Source: an optimization exercise on an open RTL-to-GDS flow (aim: small area, a short achievable clock period and few clock cycles). Production flows keep margins and buffers that such runs may drop. Function was checked by simulation only, so behaviour that the tests miss may differ from the original. Power is estimated from default activity; no workload was simulated.

$ cat flow/constraint.sdc
create_clock -name core_clock -period 7.0 [get_ports {clk}]
set_input_delay 1.4000 -clock core_clock [delete_from_list [all_inputs] [get_ports {clk}]]
set_output_delay 1.4000 -clock core_clock [all_outputs]
set_load 0.01 [all_outputs]
$ cat flow/design.v
module alu  (
	input  logic [15:0]	A,
	input  logic [15:0]	B,
	input  logic			s0,
	output logic [15:0]	OUT
	);
	always_comb OUT = s0 ? A + B :  A - B;
endmodule
module rf(
	input  logic 		  W_wr,
	input  logic 		  clk,
	input  logic 		  rst,
	input  logic [3:0]  Rp_addr,
	input  logic		  Rp_rd,
	input  logic [3:0]  Rq_addr,
	input  logic		  Rq_rd,
   input  logic [3:0]  W_addr,
   input  logic [15:0] W_data,
	output logic [15:0] Rp_data,
   output logic [15:0] Rq_data
);
	 logic [255:0] mem;
	 genvar g;
	 generate
		for (g = 0; g <= 15; g = g+1) begin : regs
			always_ff @(posedge clk)
				begin
					if (rst)
						mem[16*g +: 16] <= '0;
					else if (W_wr && (W_addr == g))
						mem[16*g +: 16] <= W_data;
				end
		end
	 endgenerate
		always_comb begin
			Rp_data = mem[16*Rp_addr +: 16];
			Rq_data = mem[16*Rq_addr +: 16];
		end
endmodule
module datapath (
	input  logic			clk,
	input  logic 			rst,
	input  logic			RF_s,
	input  logic [3:0]	RF_W_addr,
	input  logic			RF_W_wr,
	input  logic [3:0]	RF_Rp_addr,
	input  logic			RF_Rp_rd,
	input  logic [3:0]	RF_Rq_addr,
	input  logic 			RF_Rq_rd,
	input  logic 			alu_s0,
	input  logic [15:0]	DM_Din,
	input  logic [7:0]	Val_cons,
	input  logic			RF_cons,
	input  logic			RF_ext,
	output logic         RF_Rp_zero,
	output logic [15:0]	Rp_data
	);
	logic [15:0]	muxout;	
	logic [15:0]	valCte; 
	logic [15:0]	negative; 
	logic [15:0]	Rq_data;
	logic [15:0]	alu_res;
		always_comb muxout = RF_s ? DM_Din : alu_res;
		always_comb valCte = RF_cons ? {8'h00, Val_cons} : muxout;
		always_comb negative = RF_ext ? ~valCte+1'b1 : valCte;
		always_comb RF_Rp_zero = ~(|Rp_data);
	rf	RegBank	(
		.clk(clk),					 
		.rst(rst),					 
		.W_data(negative),			 
		.W_addr(RF_W_addr),		 
		.W_wr(RF_W_wr),			 
		.Rp_addr(RF_Rp_addr),	 
		.Rp_rd(RF_Rp_rd),			 
		.Rq_addr(RF_Rq_addr),	 
		.Rq_rd(RF_Rq_rd),			 
		.Rp_data(Rp_data),		 
		.Rq_data(Rq_data)			 
		);
	alu  ALU (
		.A(Rp_data),
		.B(Rq_data),
		.s0(alu_s0),
		.OUT(alu_res)
		);
endmodule
module controllerfsm (
	input  logic			clk,
	input  logic			rst,
	input	 logic [15:0]	instruction,
	input  logic			RF_Rp_zero,
	output logic			PC_clr,
	output logic			PC_inc,
	output logic			PC_ld,
	output logic			I_rd,
	output logic			IR_ld,
	output logic [7:0] 	D_addr,
	output logic			D_rd,
	output logic			D_wr,
	output logic			RF_s,
	output logic [3:0]	RF_W_addr,
	output logic			RF_W_wr,
	output logic [3:0]	RF_Rp_addr,
	output logic			RF_Rp_rd,
	output logic [3:0]	RF_Rq_addr,
	output logic			RF_Rq_rd,
	output logic			alu_s0,
	output logic [7:0] 	Val_cons,
	output logic			RF_cons,
	output logic			RF_ext,
	output logic			halt
	);
	localparam logic [3:0] INIT   = 4'b0000;
	localparam logic [3:0] FETCH  = 4'b0001;
	localparam logic [3:0] DECODE = 4'b0010;
	localparam logic [3:0] LOAD   = 4'b0011;
	localparam logic [3:0] STORE  = 4'b0100;
	localparam logic [3:0] ADD    = 4'b0101;
	localparam logic [3:0] LOC    = 4'b0110;
	localparam logic [3:0] SUB    = 4'b0111;
	localparam logic [3:0] JMZ    = 4'b1000;
	localparam logic [3:0] NOT    = 4'b1001;
	localparam logic [3:0] JMP    = 4'b1010;
	localparam logic [3:0] HALT   = 4'b1011;
	logic [3:0]	state;   	 
	logic [3:0]	nxtstate;	 
	logic [3:0] opcode;
	assign opcode = instruction[15:12];
		always_comb begin
			case (state)
				INIT	: nxtstate = FETCH;
				FETCH	: nxtstate = DECODE;
				DECODE: begin
							case (opcode)
								4'h0 : nxtstate = LOAD;
								4'h1 : nxtstate = STORE;
								4'h2 : nxtstate = ADD;
								4'h3 : nxtstate = LOC;
								4'h4 : nxtstate = SUB;
								4'h5 : nxtstate = JMZ;
								4'h6 : nxtstate = NOT;
								4'h7 : nxtstate = JMP;
								default : nxtstate = HALT;
							endcase
						  end
				LOAD	: nxtstate = FETCH;
				STORE	: nxtstate = FETCH;
				ADD	: nxtstate = FETCH;
				LOC	: nxtstate = FETCH;
				SUB	: nxtstate = FETCH;
				JMZ	: nxtstate = RF_Rp_zero ? JMP : FETCH;  
				JMP : nxtstate = FETCH;
				NOT	: nxtstate = FETCH;
				HALT	: nxtstate = HALT;
				default : nxtstate = INIT;
			endcase
		end
	always_ff @(posedge clk)
			state <= (rst) ? INIT : nxtstate;
	always_comb begin 
		PC_clr = (state == INIT);
		PC_inc = (state == FETCH);
		halt   = (state == HALT);
	end
	always_comb begin 
		IR_ld  = (state == FETCH);
		I_rd 	 = (state == FETCH);
	end
	always_comb begin
		D_addr = ((state == LOAD) || (state == STORE) || (state == NOT)) ? instruction[7:0] : '0;   
		D_rd	 = ((state == LOAD) || (state == NOT));
		D_wr   = (state == STORE);  
	end
	always_comb begin
		RF_s			= '0;
		RF_W_addr	= '0;
		RF_W_wr		= 1'b0;   
		RF_Rp_addr	= '0;
		RF_Rp_rd		= '0;
		RF_Rq_addr	= '0;
		RF_Rq_rd		= '0;
		RF_cons		= '0;
		RF_ext		= '0;
		PC_ld			= '0;
		case (state)
			ADD	: 	begin
							RF_Rp_addr 	= instruction[7:4];	  
							RF_Rp_rd	  	= 1'b1;
							RF_s		  	= 1'b0;
							RF_Rq_addr 	= instruction[3:0];	  
							RF_Rq_rd   	= 1'b1;
							RF_W_addr	= instruction[11:8];	  
							RF_W_wr		= 1'b1;
							RF_cons		  	= 1'b0;
							RF_ext		  	= 1'b0;
						end
			STORE	:	begin
							RF_Rp_addr	= instruction[11:8];   
							RF_Rp_rd		= 1'b1;
						end
			LOAD  :  begin
							RF_W_addr	= instruction[11:8];	  
							RF_W_wr		= 1'b1;
							RF_s		  	= 1'b1;
							RF_cons		= 1'b0;
							RF_ext		  	= 1'b0;
						end
			LOC :  	begin
							RF_W_addr	= instruction[11:8];	  
							RF_W_wr		= 1'b1;
							RF_cons		= 1'b1;
							RF_ext		= 1'b0;
						end
			SUB	: 	begin
							RF_Rp_addr 	= instruction[7:4];	  
							RF_Rp_rd	  	= 1'b1;
							RF_s		  	= 1'b0;
							RF_Rq_addr 	= instruction[3:0];	  
							RF_Rq_rd   	= 1'b1;
							RF_W_addr	= instruction[11:8];	  
							RF_W_wr		= 1'b1;
							RF_cons		= 1'b0;
							RF_ext		= 1'b0;
						end
			JMZ :  	begin
							RF_Rp_addr	= instruction[11:8];   
							RF_Rp_rd		= 1'b1;
						end
			JMP :	begin
							PC_ld       = 1'b1;
						end
			NOT :  	begin
							RF_W_addr	= instruction[11:8];	  
							RF_W_wr		= 1'b1;
							RF_s		  	= 1'b1;
							RF_cons		= 1'b0;
							RF_ext		= 1'b1;
						end		
			default : ;
		endcase
	end
	always_comb alu_s0 = (state == SUB) ? 1'b0 : 1'b1;
	always_comb begin
		Val_cons = (state == LOC) ? instruction[7:0] : '0;   
	end
endmodule
module controlunit (
	input  logic			clk,
	input  logic 			rst,
	input	 logic [15:0]	inst,
	output logic [15:0]	progcntr,
	output logic			fetch,
	output logic [7:0]	D_addr,
	output logic 			D_rd,
	output logic			D_wr,
	output logic			RF_s,
	output logic [7:0] 	Val_cons,
	output logic			RF_cons,
	output logic			RF_ext,
	output logic [3:0]	RF_W_addr,
	output logic			RF_W_wr,
	output logic [3:0]	RF_Rp_addr,
	output logic			RF_Rp_rd,
	output logic [3:0]	RF_Rq_addr,
	output logic 			RF_Rq_rd,
	input  logic         RF_Rp_zero,
	output logic [7:0] 	RF_W_data,
	output logic 			alu_s0,
	output logic 			halt
	);
	logic 			up;
	logic				ld;
	logic				clr;
	logic [15:0]	instruction_reg;
	logic				PC_ld; 
	logic [9:0]		pc_q;	 
	always_ff @ (posedge clk)
		if (rst|clr)
			pc_q <= '0;
		else if (up)
			pc_q <= pc_q + 1'b1;
		else if (PC_ld)
			pc_q <= pc_q + instruction_reg[7:0] - 1'b1;
	assign progcntr = {6'b000000, pc_q};
	always_ff @ (posedge clk)
		if (rst)
			instruction_reg <= '0;
		else if (ld)
			instruction_reg <= inst;
	always_ff @(posedge clk)
	    RF_W_data <= instruction_reg[7:0];
	controllerfsm fsm (
								.clk			(clk),
								.rst			(rst),
								.instruction(instruction_reg),
								.PC_clr		(clr),
								.PC_inc		(up),
								.I_rd			(fetch),
								.IR_ld		(ld),
								.D_addr		(D_addr),
								.D_rd			(D_rd),
								.D_wr			(D_wr),
								.RF_s			(RF_s),
								.RF_W_addr	(RF_W_addr),
								.RF_W_wr		(RF_W_wr),
								.RF_Rp_addr	(RF_Rp_addr),
								.RF_Rp_rd	(RF_Rp_rd),
								.RF_Rq_addr	(RF_Rq_addr),
								.RF_Rq_rd	(RF_Rq_rd),
								.Val_cons	(Val_cons),
								.RF_cons		(RF_cons),
								.RF_ext		(RF_ext),
								.RF_Rp_zero	(RF_Rp_zero),
								.PC_ld		(PC_ld),
								.alu_s0		(alu_s0),
								.halt			(halt)
							);
endmodule
module simplecpu (
	input  logic 			rst,
	input  logic 			clk,
	output logic [9:0]  	pc,
	input  logic [15:0]	inst,
	output logic [7:0]	d_addr,
	output logic 			d_wr,
	output logic [15:0]	d_wdata,
	input  logic [15:0]	d_rdata,
	output logic 			halted);
	logic [15:0] addr;
	logic [15:0] data;
	logic 		 rd;
	logic [7:0]	 D_addr;
	logic 		 D_rd;
	logic			 D_wr;
	logic [15:0] D_dataout;
	logic [15:0] D_datain;
	logic			 RF_s;
	logic [3:0]	 RF_W_addr;
	logic			 RF_W_wr;
	logic [3:0]	 RF_Rp_addr;
	logic			 RF_Rp_rd;
	logic [3:0]	 RF_Rq_addr;
	logic 		 RF_Rq_rd;
	logic 		 alu_s0;
	logic			 RF_Rp_zero; 
	logic [7:0]	 RF_W_data; 
	logic [7:0]	 Val_cons; 
	logic			 RF_cons; 
	logic			 RF_ext; 
	logic			 halt;
	assign data = inst;
	controlunit 	controller	(	
											.clk			(clk),	 
											.rst			(rst),	 
											.inst			(data),	 
											.progcntr	(addr),	 
											.fetch		(rd),		 
											.*						 
											);
	datapath			execunit		(
											.*,									 
											.DM_Din		(D_dataout),		 
											.Rp_data		(D_datain)			 
										);
	assign d_addr    = D_addr;
	assign d_wr      = D_wr;
	assign d_wdata   = D_datain;
	assign D_dataout = d_rdata;
	assign halted = halt;
	assign pc = addr[9:0];		 
endmodule
$ cat flow/run.sh
#!/bin/bash
# synth_recipe.tcl (not shown) runs the flow's synth.tcl, then flattens the netlist and writes it again
# the make line also repeats each setting of config.mk as NAME=value (left out here)
make -C /OpenROAD-flow-scripts/flow DESIGN_CONFIG=/design/flow/config.mk WORK_HOME=/design/flow/orfs CLKGATE_MAP_FILE= SYNTH_SCRIPT=/design/flow/synth_recipe.tcl finish
$ cat flow/config.mk
export PLATFORM = sky130hd
export DESIGN_NAME = simplecpu
export DESIGN_NICKNAME = simplecpu
export VERILOG_FILES = /design/flow/design.v
export SDC_FILE = /design/flow/constraint.sdc
export NUM_CORES = 4
export LEC_CHECK = 0
export CAP_MARGIN = 20
export CORE_MARGIN = 2
export CORE_UTILIZATION = 40
export PLACE_DENSITY = 0.6
export SLEW_MARGIN = 20
==> results.yml, run 1 <==
floorplan:
  die_area_sq_mm: 0.0460
  initial_core_util_pct: 40.3
  die_width_um: 214
  core_sq_mm: 0.0439
  io_pins: 70
  die_h_um: 214
  floorplan.rows: 77
placed_design:
  final_weighted_congestion_in_routability_driven_placement: 0.980
  numPlacedInstances: 3005
  detailedPlacementHpwl_um: 49500
  pre_cts_ws_ps: 144
  portBuffers: 69
yosys:
  synth_largest_type_area_fraction_pct: 32.8
  ys_async_sr_fraction_pct: 0
  synth.ff_latch_count: 290
  synth_cells: 2446
  syn-mean-instance-area_sq_um: 7.24
  ys_types: 91
  sequential_area_share_after_synthesis_pct: 32.8
  post_synth_instance_area_sq_mm: 0.0177
  synth.area.top_cells: "sky130_fd_sc_hd__dfxtp_1, sky130_fd_sc_hd__nand2_1, sky130_fd_sc_hd__nor2_1, sky130_fd_sc_hd__a211oi_1, sky130_fd_sc_hd__a21oi_1"
  mappedNetlistNets: 2521
  synth-main-ff-cell: "sky130_fd_sc_hd__dfxtp_1"
  count_of_flip_flops_with_a_built_in_enable_after_synthesis: 0
  synth_top_area_cell: "sky130_fd_sc_hd__dfxtp_1"
  synth.yosys.warnings: 5
finish:
  final_layout_size_suffix_gt1_share_pct: 9.60
  final_cells: 3072
  largest_reg_flops: 256
  antenna_cells_inserted: 0
  layout.filler_cells: 4471
  layout.nets: 2528
  synthToLayoutAreaGrowth_pct: 14.5
grt:
  globalRouteTotalUtil_pct: 30.7
  first_global_vias: 17200
  grt_start_max_net_pins: 100
  antenna_found_initial: 0
  grt_overflow_total: 0
  grt_first_pass_wirelength_um: 109000
worst_setup_path:
  cp-end-kind: "flip-flop"
  worst_r2r_startpoint: "controller.fsm.state[2]"
  setup.worst_path.start_class: "flip-flop"
  critical_path_arrival_ps: 7000
  timing.critical_path.required_ps: 7390
  worst-path-max-fanout: 16
  startpoint: "controller.fsm.state[2]"
  crit_type: "flip-flop to flip-flop"
timing:
  fin_skew_ps: 25.1
  setup_ws_ps: 391
  rsz0062_at_grt: "no"
  period_share_pct: 94.4
  timing_worst_slew_pin_value_ps: 1130
  fin_tns_setup_ps: 0
  max_slew_margin_pct: 24.4
  final_hold_viol_count: 0
  timing.final.setup_violations: 0
  layout_min_cycle_time_ps: 6610
  fmax_achieved_mhz: 151
  timing.final.max_slew_violations: 0
detailed_routing:
  wl_met2_um: 31500
  drt_pre_antenna_iters: 7
  routed_wirelength_um: 73000
  met3WireLength_um: 7330
  drt-met1-wl_um: 30900
  initialDrtViolationCount: 2267
  highest_layer: "met4"
  detail_route.drc_violations: 0
  vias: 18700
  ant_nets: 0
  routed_wire_length_per_instance_um: 23.8
  vias_per_cell: 6.09
clocking:
  htreeDepth: 2
  cts_made_buffers: 35
  clk_pin_slew_ps: 60
  cts.hold.buffers_added: 0
  root_buffer: "sky130_fd_sc_hd__clkbuf_16"
  clock_insertion_delay_worst_skew_ps: 570
  cts_num_sinks: 290
  cts_tree: "yes"
  clockBufferDepth: 3
run:
  cap_violations: 0
worst_hold_path:
  worst_hold_startpoint: "execunit.RegBank.mem[78]"
  min-delay-path-class: "flip-flop to flip-flop"
status:
  outcome: "no timing/DRC/antenna violations"
power:
  worst_ir_drop_vdd_v: 0.000258
  power.leakage_nw: 6.99
  pwr_density_cell_mw_per_mm2: 287
==> per-stage QoR <==
step	util [%]	area [sq um]	hold slack [ps]	total power [mW]
after global routing	46.2	20300	477	6.02
after detailed placement	43.2	19000	448	3.76
after CTS	46.1	20200	457	5.78
final	46.2	20300	457	5.82
after floorplan	-	17700	436	3.05
after global placement	43.2	19000	443	3.77
==> cell families after synthesis <==
group | share of synthesized area (%)
buf+inv | 6.97
mux | 3.20
compound gates | 22.0
xor+xnor | 2.34
flops | 32.8
simple gates | 29.7
fa+ha+maj | 2.98
==> what timing repair did <==
item | in CTS | in global routing
resized for setup | 0 | 2
setup endpoints to repair | 0 | 36
setup buffers | 0 | 3
==> cell type report <==
cell class | count | area [sq um] | area share, %
clock buffer | 49 | 1040 | 5.13
clock inverter | 15 | 226 | 1.12
inverter | 57 | 214 | 1.06
multi-input combinational | 1902 | 10800 | 53.2
sequential | 290 | 5810 | 28.6
tap | 592 | 741 | 3.65
timing repair buffer | 167 | 1470 | 7.24
==> critical path, cell delays in order (launching register included) <==
cell and delay [ps]:
sky130_fd_sc_hd__dfxtp_1 630, sky130_fd_sc_hd__and4b_1 520, sky130_fd_sc_hd__mux2i_1 330, sky130_fd_sc_hd__nor3_1 70, sky130_fd_sc_hd__a2111oi_0 620, sky130_fd_sc_hd__nor3_2 220, sky130_fd_sc_hd__inv_1 100, sky130_fd_sc_hd__ha_1 170
sky130_fd_sc_hd__nand3_1 100, sky130_fd_sc_hd__nor2_1 200, sky130_fd_sc_hd__a21oi_1 120, sky130_fd_sc_hd__xnor2_1 190, sky130_fd_sc_hd__ha_1 430, sky130_fd_sc_hd__nand2_1 130, sky130_fd_sc_hd__a211oi_1 360, sky130_fd_sc_hd__o2111ai_1 260
sky130_fd_sc_hd__a21o_1 240, sky130_fd_sc_hd__and2_1 140, sky130_fd_sc_hd__o21ai_0 220, sky130_fd_sc_hd__xnor2_1 160, sky130_fd_sc_hd__xnor2_1 110, sky130_fd_sc_hd__o211ai_2 880, sky130_fd_sc_hd__o21ai_0 220
==> power by group <==
| group | switching, mW | internal (mW) |
|---|---|---|
| sequential | 0.0398 | 1.68 |
| clock | 0.788 | 1.23 |
| combinational | 1.44 | 0.645 |
| total | 2.26 | 3.56 |
==> path summary, 6_finish.rpt <==
| kind | end | slack, ps | cells past startpoint |
|---|---|---|---|
| worst max-delay path | execunit.RegBank.mem[95] | 390 | 22 |
| worst min-delay path | execunit.RegBank.mem[78] | 460 | 2 |
| worst max register to register | execunit.RegBank.mem[95] | 390 | 22 |
| worst min register to register | execunit.RegBank.mem[78] | 460 | 2 |
==> layout by cell type (no fill, tap or decap), types with 10 or more instances in the layout <==
| master | count |
|---|---|
| sky130_fd_sc_hd__nand3b_1 | 19 |
| sky130_fd_sc_hd__a21oi_1 | 182 |
| sky130_fd_sc_hd__buf_4 | 95 |
| sky130_fd_sc_hd__o21ai_2 | 10 |
| sky130_fd_sc_hd__nor3_1 | 63 |
| sky130_fd_sc_hd__clkbuf_8 | 10 |
| sky130_fd_sc_hd__xnor2_1 | 26 |
| sky130_fd_sc_hd__a311oi_1 | 35 |
| sky130_fd_sc_hd__and3_1 | 25 |
| sky130_fd_sc_hd__nor2b_1 | 16 |
| sky130_fd_sc_hd__nand3_1 | 139 |
| sky130_fd_sc_hd__nor2_1 | 398 |
| sky130_fd_sc_hd__o221ai_1 | 17 |
| sky130_fd_sc_hd__mux2i_1 | 42 |
| sky130_fd_sc_hd__nand4_1 | 10 |
| sky130_fd_sc_hd__clkbuf_16 | 36 |
| sky130_fd_sc_hd__o21ai_0 | 64 |
| sky130_fd_sc_hd__a211oi_1 | 141 |
| sky130_fd_sc_hd__dfxtp_1 | 289 |
| sky130_fd_sc_hd__xor2_1 | 14 |
| sky130_fd_sc_hd__inv_1 | 57 |
| sky130_fd_sc_hd__clkdlybuf4s50_1 | 68 |
| sky130_fd_sc_hd__ha_1 | 39 |
| sky130_fd_sc_hd__a31oi_1 | 34 |
| sky130_fd_sc_hd__nand2_1 | 438 |
==> synth_stat cells (4+ instances only) <==
cell	instances
sky130_fd_sc_hd__and3_1	25
sky130_fd_sc_hd__a2111oi_0	8
sky130_fd_sc_hd__nor3b_1	5
sky130_fd_sc_hd__a211oi_1	141
sky130_fd_sc_hd__nand3_1	139
sky130_fd_sc_hd__o22ai_1	7
sky130_fd_sc_hd__o211ai_1	9
sky130_fd_sc_hd__or3_1	5
sky130_fd_sc_hd__xor2_1	14
sky130_fd_sc_hd__a21o_1	9
sky130_fd_sc_hd__a311oi_1	35
sky130_fd_sc_hd__buf_2	63
sky130_fd_sc_hd__nor3_1	67
sky130_fd_sc_hd__inv_1	57
sky130_fd_sc_hd__buf_4	20
sky130_fd_sc_hd__o221ai_1	17
sky130_fd_sc_hd__clkbuf_1	93
sky130_fd_sc_hd__nand2_1	438
sky130_fd_sc_hd__o31ai_1	4
sky130_fd_sc_hd__mux2i_1	42
sky130_fd_sc_hd__buf_6	14
sky130_fd_sc_hd__and2_1	9
sky130_fd_sc_hd__a32oi_1	7
sky130_fd_sc_hd__or2_2	5
sky130_fd_sc_hd__nor4_1	7
sky130_fd_sc_hd__a22oi_1	6
sky130_fd_sc_hd__a221oi_1	4
sky130_fd_sc_hd__a21oi_1	183
sky130_fd_sc_hd__o21ai_0	64
sky130_fd_sc_hd__o221a_2	4
sky130_fd_sc_hd__nand3b_1	19
sky130_fd_sc_hd__xnor2_1	26
sky130_fd_sc_hd__buf_1	5
sky130_fd_sc_hd__a31oi_1	35
sky130_fd_sc_hd__o21ai_2	10
sky130_fd_sc_hd__nor2b_1	16
sky130_fd_sc_hd__mux2_2	5
sky130_fd_sc_hd__mux4_2	4
sky130_fd_sc_hd__nand2b_1	9
sky130_fd_sc_hd__nor2_1	401
sky130_fd_sc_hd__ha_1	39
sky130_fd_sc_hd__nand4_1	10
sky130_fd_sc_hd__dfxtp_1	290
==> routing by layer <==
metal | GRT usage, % | up-vias
met3 | 5.74 | 234
met1 | 42.2 | 8943
met5 | 0 | -
met2 | 47.0 | 948
li1 | - | 8598
met4 | 13.0 | 0
Testbench counts, summed over its fixed seeds: cycles 218,765.
==> run 2: changes to the inputs <==
==> flow/design.v (replaced) <==
module simplecpu (
	input  logic        rst,
	input  logic        clk,
	output logic [9:0]  pc,
	input  logic [15:0] inst,
	output logic [7:0]  d_addr,
	output logic        d_wr,
	output logic [15:0] d_wdata,
	input  logic [15:0] d_rdata,
	output logic        halted);
	logic [9:0]   pc_q;
	logic         halt_q;
	logic [255:0] regs;     
	logic [15:0]  valid;    
	logic [3:0]  op, ra, rb, rc, pa;
	logic [7:0]  d;
	logic [15:0] p_data, q_data, w_data;
	logic        we, jump;
	assign op = inst[15:12];
	assign ra = inst[11:8];
	assign rb = inst[7:4];
	assign rc = inst[3:0];
	assign d  = inst[7:0];
	assign pa = (op == 4'h1 || op == 4'h5) ? ra : rb;
	assign p_data = valid[pa] ? regs[16*pa +: 16] : 16'h0000;
	assign q_data = valid[rc] ? regs[16*rc +: 16] : 16'h0000;
	always_comb begin
		case (op[2:0])
			3'h0:    w_data = d_rdata;
			3'h2:    w_data = p_data + q_data;
			3'h3:    w_data = {8'h00, d};
			3'h4:    w_data = p_data - q_data;
			default: w_data = -d_rdata;
		endcase
	end
	assign we   = ~halt_q & ~op[3] & (op[2:0] == 3'h0 || op[2:0] == 3'h2 || op[2:0] == 3'h3 ||
	                                  op[2:0] == 3'h4 || op[2:0] == 3'h6);
	assign jump = (op == 4'h7) || (op == 4'h5 && p_data == 16'h0000);
	always_ff @(posedge clk) begin
		if (rst) begin
			pc_q   <= '0;
			halt_q <= 1'b0;
		end else if (~halt_q) begin
			if (op[3]) halt_q <= 1'b1;
			else pc_q <= pc_q + (jump ? {2'b00, d} : 10'd1);
		end
	end
	always_ff @(posedge clk) begin
		if (rst) valid <= '0;
		else if (we) valid[ra] <= 1'b1;
	end
	genvar g;
	generate
		for (g = 0; g < 16; g = g + 1) begin : rf
			always_ff @(posedge clk)
				if (we && ra == g) regs[16*g +: 16] <= w_data;
		end
	endgenerate
	assign pc      = pc_q;
	assign d_addr  = d;
	assign d_wr    = ~halt_q & (op == 4'h1);
	assign d_wdata = p_data;
	assign halted  = halt_q;
endmodule
==> run 2 against run 1 <==
Worst setup slack better by 21 ps. Count of clock-buffer cells in the layout down 16. Non-clock buffer count up 29. Power down 29%. Sequential cell count down 7. Combinational power down 67%. Clock power down 23%. Synthesized cell count down 46%. Area after synthesis down 8.9%. First-iteration DRC count down 37%. Global-route usage down 6.3 points.
==> results.yml, run 2 <==
clocking:
  htreeDepth: 1
  root_buffer: "sky130_fd_sc_hd__clkbuf_16"
  clock_insertion_delay_worst_skew_ps: 570
  clk_pin_slew_ps: 60
  cts_setup_buffers: 0
  clockBufferDepth: 3
  cts_num_sinks: 283
  cts_tree: "yes"
  post_cts_resized: 0
  cts_made_buffers: 30
  cts.hold.buffers_added: 0
finish:
  final_area_sq_mm: 0.0192
  largest-register: "regs"
  antenna_cells_inserted: 0
  largest_reg_flops: 256
  final_cells: 2006
  most-common-layout-cells: "sky130_fd_sc_hd__edfxtp_1, sky130_fd_sc_hd__nand2_1, sky130_fd_sc_hd__buf_4"
  fin_util_pct: 48.2
  synthToLayoutAreaGrowth_pct: 18.8
  layout.nets: 1526
  final_layout_size_suffix_gt1_share_pct: 20.9
  layout.filler_cells: 3549
  layout_commonest_cell: "sky130_fd_sc_hd__edfxtp_1"
placed_design:
  numPlacedInstances: 1952
  detailedPlacementHpwl_um: 35600
  final_weighted_congestion_in_routability_driven_placement: 0.944
  portBuffers: 69
  instance_area_at_placement_sq_mm: 0.0182
yosys:
  synth.area.top_cells: "sky130_fd_sc_hd__edfxtp_1, sky130_fd_sc_hd__mux4_2, sky130_fd_sc_hd__mux2i_1, sky130_fd_sc_hd__nand2_1, sky130_fd_sc_hd__dfxtp_1"
  synth_top_area_cell: "sky130_fd_sc_hd__edfxtp_1"
  synth.ff_latch_count: 283
  synth_cells: 1324
  post_synth_instance_area_sq_mm: 0.0161
  synth_largest_type_area_fraction_pct: 47.6
  synth_common_cells: "sky130_fd_sc_hd__edfxtp_1, sky130_fd_sc_hd__nand2_1, sky130_fd_sc_hd__mux4_2"
  mappedNetlistNets: 1390
  synth.yosys.warnings: 1
  syn-mean-instance-area_sq_um: 12.2
  synthMostInstantiatedCell: "sky130_fd_sc_hd__edfxtp_1"
  synth-main-ff-cell: "sky130_fd_sc_hd__edfxtp_1"
  count_of_flip_flops_with_a_built_in_enable_after_synthesis: 256
  sequential_area_share_after_synthesis_pct: 51.0
  ys_async_sr_fraction_pct: 0
  ys_types: 71
worst_setup_path:
  worst_r2r_startpoint: "regs[196]"
  critical-path-top-cell-by-count: "sky130_fd_sc_hd__buf_4"
  critPathSlowestCell: "sky130_fd_sc_hd__or3b_1"
  critical_path.reg2reg.endpoint: "regs[94]"
  cpPeakStageDelay_ps: 620
  cp-end-kind: "flip-flop"
  timing.critical_path.required_ps: 7390
  cp_num_buf_inv: 7
  worst-path-max-fanout: 30
  worst_r2r_path_depth: 18
  r2r_setup_slack_ps: 1990
  critical_path_arrival_ps: 6980
  setup.worst_path.start_class: "input port"
  crit_type: "input port to flip-flop"
  cpLargestDelayFamily: "compound AO/OA/AOI/OAI gates"
  ordered_list_of_cells_on_the_worst_path: "clkdlybuf4s50_1 > or3b_1 > buf_4 > a21o_2 > buf_12 > a211oi_1 > a311oi_1 > a31oi_1 > o22ai_1 > buf_4 > ha_1 > inv_1 > a21oi_1 > o41ai_1 > o21ai_0 > o41ai_1 > buf_4 > o21ai_0 > xnor2_1 > a221oi_1 > buf_4"
worst_hold_path:
  min-delay-path-class: "flip-flop to flip-flop"
  worstHoldEndpoint: "pc_q[7]"
  worst_hold_startpoint: "pc_q[7]"
  min_path_cells: 2
status:
  outcome: "no timing/DRC/antenna violations"
timing:
  layout_min_cycle_time_ps: 6590
  final_hold_viol_count: 0
  fmax_achieved_mhz: 152
  rsz0062_at_grt: "no"
  period_share_pct: 94.1
  timing.final.setup_violations: 0
  timing_worst_slew_pin_value_ps: 1110
  fin_skew_ps: 11.2
  max_slew_margin_pct: 25.8
  timing.final.max_slew_violations: 0
floorplan:
  die_width_um: 205
  core_sq_mm: 0.0397
  io_pins: 70
  die_h_um: 205
  floorplan.rows: 73
  initial_core_util_pct: 40.6
  die_area_sq_mm: 0.0420
detailed_routing:
  vias: 12200
  drt_pre_antenna_iters: 6
  initialDrtViolationCount: 1425
  detail_route.drc_violations: 0
  vias_per_cell: 6.08
  routed_wire_length_per_instance_um: 25.5
  routed_wirelength_um: 51100
  ant_nets: 0
power:
  power.leakage_nw: 6.85
  worst_ir_drop_vdd_v: 0.000180
  total_power_after_layout_mw: 4.14
  pwr_density_cell_mw_per_mm2: 216
grt:
  grt_start_max_net_pins: 38
  grt_overflow_total: 0
  grt_first_pass_wirelength_um: 75200
  first_global_vias: 11700
  antenna_found_initial: 1
  globalRouteTotalUtil_pct: 24.3
run:
  cap_violations: 0
-- run 2: cell count changes after synthesis, sizes merged, moves of 88 or more --
| cell | delta |
|---|---|
| mux4 | +88 |
| nor2 | -312 |
| nand2 | -244 |
| dfxtp | -263 |
| a211oi | -121 |
| nand3 | -109 |
| a21oi | -116 |
| edfxtp | +256 |
-- run 2: where the power goes --
| group | total, mW | switching (mW) | internal (mW) |
|---|---|---|---|
| clock network | 1.55 | 0.643 | 0.909 |
| registers | 1.91 | 0.00981 | 1.90 |
| logic | 0.677 | 0.401 | 0.276 |
-- run 2: worst register-to-register path: stages (launching register included) --
cell and delay (ps):
sky130_fd_sc_hd__edfxtp_1 400, sky130_fd_sc_hd__mux4_2 470, sky130_fd_sc_hd__a22oi_1 190, sky130_fd_sc_hd__nand2_1 240
sky130_fd_sc_hd__or4_1 610, sky130_fd_sc_hd__o31a_1 330, sky130_fd_sc_hd__inv_1 80, sky130_fd_sc_hd__a21oi_1 70
sky130_fd_sc_hd__xor2_1 170, sky130_fd_sc_hd__ha_1 350, sky130_fd_sc_hd__and3_1 200, sky130_fd_sc_hd__a21oi_1 130
sky130_fd_sc_hd__o21ai_0 160, sky130_fd_sc_hd__o41ai_1 310, sky130_fd_sc_hd__buf_4 180, sky130_fd_sc_hd__o21ai_0 110
sky130_fd_sc_hd__xnor2_1 150, sky130_fd_sc_hd__a221oi_1 390, sky130_fd_sc_hd__buf_4 290
-- run 2: worst max path at each step --
| stage | start | endpoint | slack (ps) | depth (start not counted) |
|---|---|---|---|---|
| 2_1_floorplan | inst[0] | regs[110] | 120 | 23 |
| 3_3_place_gp | inst[15] | pc_q[8] | -80 | 24 |
| 3_5_place_dp | inst[15] | regs[46] | -130 | 21 |
| 4_1_cts | inst[15] | regs[46] | 430 | 21 |
| 5_1_grt | inst[15] | regs[94] | 110 | 21 |
| 6_report | inst[15] | regs[94] | 410 | 21 |
-- run 2: cells by family after synthesis --
| kind of cell | share of synthesized area (%) |
|---|---|
| buf+inv | 3.55 |
| fa+ha+maj | 2.57 |
| flops | 51.0 |
| simple gates | 11.2 |
| mux | 18.8 |
| xor+xnor | 2.23 |
| compound gates | 10.7 |
-- run 2: through the flow --
step                setup TNS (ps)  worst slack, ps  hold WS (ps)
floorplan                        0              120           473
global placement              -146            -80.4           472
detailed placement           -2300             -134           473
CTS                              0              435           480
global route                     0              106           521
finish                           0              412           482
-- run 2: final cells by class --
cell class              count  area (sq um)  share of cell area [%]
clock buffers              33           783                    4.09
clock inverters            20           179                   0.934
inverters                  29           109                   0.568
multi-input cells         920          7450                    38.9
flip-flops and latches    283          8230                    42.9
well taps                 525           657                    3.43
repair buffers            196          1760                    9.18
-- run 2: layer usage --
metal / GRT usage (%) / wire (um) / vias to the layer above / share of wire (%)
met3: 4.37 / 4490 / 96 / 8.8
li1: - / - / 5397 / -
met1: 33.0 / 21100 / 6095 / 41
met5: 0 / 0 / - / 0
met2: 39.6 / 24000 / 603 / 47
met4: 7.95 / 1580 / 0 / 3.1
Testbench counts of run 2, summed over its fixed seeds: cycles 71,743.

-- what the ideal ports hide --
How much do the figures lean on ideal ports? The routed layouts below were timed once more, with nothing changed but the port constraints. Step 1 (the two cells are an assumption about what drives the block):
set clk [get_ports {clk}]
set_driving_cell -lib_cell sky130_fd_sc_hd__clkbuf_16 $clk
set_driving_cell -lib_cell sky130_fd_sc_hd__buf_2 [delete_from_list [all_inputs] $clk]
Step 2 also shifts input and output timing later by t, the mid clock arrival at the registers, as if the neighbouring blocks saw the same clock. a / b / c = ideal ports / drivers / drivers and shift; a / b = the first two.
run	t (ns)	setup slack, ns	hold slack, ns	worst register clock-pin slew, ns	cell pins on the clock port's net
run 1	0.615	0.391 / 0.391 / 0.391	0.457 / 0.457 / 0.457	0.07 / 0.07	1
run 2	0.617	0.412 / 0.445 / -0.171	0.482 / 0.482 / 0.482	0.06 / 0.06	1
With both steps, setup timing fails in run 2, where it was met with ideal ports. For run 2, which loses most, drivers alone change the setup slack by +0.033 ns; drivers and shift together by -0.583 ns.
